Source: an optimization exercise on an open RTL-to-GDS flow (aim: small area, a short achievable clock period and few clock cycles per item). Production flows keep margins and buffers that such runs may drop.
In this exercise RTL edits were held to simulation tests only and were not proved equivalent to the original.

==> run a <==
==> flow/design.v (excerpt) <==
module network_4_8_12_16_20_16(clk, reset, s_valid, m_ready, data_in, m_valid, s_ready, data_out);
export LEC_CHECK = 0
export CAP_MARGIN = 20
export CORE_MARGIN = 2
export CORE_UTILIZATION = 40
export SLEW_MARGIN = 20
create_clock -name core_clock -period 10.0 [get_ports {clk}]
standard.sh (not shown) runs the stock make flow with config.mk's settings and CLKGATE_MAP_FILE= SYNTH_SCRIPT=/design/flow/synth_recipe.tcl, a recipe that flattens the netlist after the stock synthesis.
==> flow/flow/run.sh <==
#!/bin/bash
set -euo pipefail
export SETUP_SLACK_MARGIN=5.5
bash standard.sh finish > standard.log 2>&1
==> run b (differences from run a) <==
Settings changed: CORE_UTILIZATION 40 to 65.
==> notes.md <==
	run b	run a
Critical path's largest stage delay	0.63 ns	0.84 ns
Area of the core	120000 um2	195000 um2
Cells after DPL	8694	9723
Signal buffers	225	196
Layout cell share with drive strength beyond 1	0.109	0.0932
Met3 capacity usage during global routing	0.158	0.0427
Crit-path slowest cell	sky130_fd_sc_hd__dfxtp_2	sky130_fd_sc_hd__dfxtp_1
Required time of the critical path	10.65 ns	10.54 ns
Die span in x	352 um	447 um
Via count of the first global-routing pass	57900	56600
Worst R2R Setup Slack	5.33 ns	5.43 ns
Number of vias after detailed routing	59500	56500
Number of standard cells in the final layout excluding fillers	9027	10000
First-pass GRT wire length	397 mm	399 mm
Run status	finished clean	finished clean
Die height	352 um	447 um
Max-slew headroom	0.283	0.281
Tapcells	1612	2624
Number of inserted filler cells in the final layout	8649	18500
Final cell utilization of the core	0.714	0.444
Final Routed Wirelength	277 mm	276 mm
Global-route usage over all layers	0.446	0.274
1st-iter DRT viols	9558	6522
Testbench counts of run a, summed over its fixed seeds: cycles 3,296, vectors 192.
Testbench counts of run b, summed over its fixed seeds: cycles 3,296, vectors 192.

==> 02-26 <==
network_4_8_12_16_20_16 again, from the RTL that the note above started with.
Settings: LEC_CHECK=0, CAP_MARGIN=20, CORE_MARGIN=2, CORE_UTILIZATION=40, SLEW_MARGIN=20; clock period 10.0 ns.
==> flow/flow/run.sh <==
#!/bin/bash
set -euo pipefail
export SETUP_SLACK_MARGIN=5.25
bash standard.sh synth > synth.log 2>&1
python3 flow/flip_fa.py orfs/results/sky130hd/network_4_8_12_16_20_16/base/1_2_yosys.v > flip_fa.log 2>&1
bash standard.sh finish > standard.log 2>&1
Other scripts of this flow, unchanged in this note and not shown: flow/flow/flip_fa.py
==> inputs of 02-09, as changes to 02-26 <==
--- a/flow/flow/run.sh
+++ b/flow/flow/run.sh
@@ -2,3 +2,3 @@
 set -euo pipefail
-export SETUP_SLACK_MARGIN=5.25
+export SETUP_SLACK_MARGIN=5
 bash standard.sh synth > synth.log 2>&1
==> notes.md <==
Between 02-26 and 02-09, the lower cell area is in 02-09 (gap about 0.7%, measured against 02-09).
Against 02-09, the clock skew of 02-26 is lower by 0.040 ns.
Against 02-09, the first-iteration DRC count of 02-26 is larger by 2.4%.
In 02-26 the setup slack is better than in 02-09, by 0.18 ns.
Testbench counts of 02-26, summed over its fixed seeds: cycles 3,296, vectors 192.
Testbench counts of 02-09, summed over its fixed seeds: cycles 3,296, vectors 192.

==> build 34: inputs <==
Starting RTL as in the previous note.
Settings: LEC_CHECK=0, CAP_MARGIN=20, CORE_MARGIN=2, CORE_UTILIZATION=40, SLEW_MARGIN=20; clock period 10.0 ns.
==> flow/flow/run.sh <==
#!/bin/bash
set -euo pipefail
export SETUP_SLACK_MARGIN=5.75
bash standard.sh synth > synth.log 2>&1
python3 flow/flip_fa.py orfs/results/sky130hd/network_4_8_12_16_20_16/base/1_2_yosys.v > flip_fa.log 2>&1
bash standard.sh finish > standard.log 2>&1
Other scripts of this flow, unchanged in this note and not shown: flow/flow/flip_fa.py
==> inputs of build 1, as changes to build 34 <==
==> flow/flow/run.sh (replaced) <==
#!/bin/bash
set -euo pipefail
export SETUP_SLACK_MARGIN=5.5
bash standard.sh synth > synth.log 2>&1
python3 flow/flip_fa.py orfs/results/sky130hd/network_4_8_12_16_20_16/base/1_2_yosys.v > flip_fa.log 2>&1
bash standard.sh finish > standard.log 2>&1
==> qor summary <==
metric                                                            build 34                  build 1
Outcome                                            complete, no violations  complete, no violations
Largest net degree at the start of global routing                       79                      106
Layout fillers                                                       17.3k                    17.7k
Total number of nets in the final design                              8067                     7984
Area used by sequential logic in the layout                      25000 um2                25000 um2
Met2 Track Usage GR                                                  45.1%                    44.4%
Bufs w/o clock                                                         330                      249
Share of cells above drive strength 1                                15.8%                    11.7%
CTS buffer count                                                       107                      105
Routed length on met1                                               111 mm                   111 mm
Fmax                                                             0.216 GHz                0.214 GHz
Total inserted antenna cells                                             8                        1
Testbench counts of build 34, summed over its fixed seeds: cycles 3,296, vectors 192.
Testbench counts of build 1, summed over its fixed seeds: cycles 3,296, vectors 192.

[separate check: timing with driven ports]
No port has a modelled driver above. Below, the same layouts with a new extraction and two added sets of constraints. Step 1 (the two cells are an assumption about what drives the block):
set clk [get_ports {clk}]
set_driving_cell -lib_cell sky130_fd_sc_hd__clkbuf_16 $clk
set_driving_cell -lib_cell sky130_fd_sc_hd__buf_2 [delete_from_list [all_inputs] $clk]
Step 2, shift: input delay + t, output delay - t, t = (earliest + latest rising clock arrival at the registers) / 2. This alone moves slack from input paths to output paths. a / b / c = ideal / step 1 / step 2; a / b = the first two.
run	shift t [ns]	setup slack, ns	worst hold slack (ns)	latest minus earliest clock arrival (ns)	worst register clock-pin slew, ns
run a	0.846	5.432 / 5.432 / 5.432	0.411 / 0.411 / 0.411	0.094 / 0.094	0.08 / 0.08
run b	0.811	5.332 / 5.332 / 5.332	0.415 / 0.415 / 0.415	0.043 / 0.042	0.08 / 0.08
02-26	0.839	5.304 / 5.304 / 5.304	0.419 / 0.419 / 0.419	0.043 / 0.043	0.07 / 0.07
02-09	0.857	5.125 / 5.125 / 5.125	0.418 / 0.418 / 0.418	0.084 / 0.083	0.07 / 0.07
build 34	0.853	5.367 / 5.367 / 5.359	0.422 / 0.422 / 0.422	0.054 / 0.054	0.08 / 0.08
build 1	0.818	5.323 / 5.323 / 5.267	0.415 / 0.415 / 0.415	0.051 / 0.052	0.07 / 0.07
After both steps every run listed still meets setup and hold. The setup slack of build 1, which loses most, moves by 0.000 ns with the drivers and by -0.056 ns with both steps.
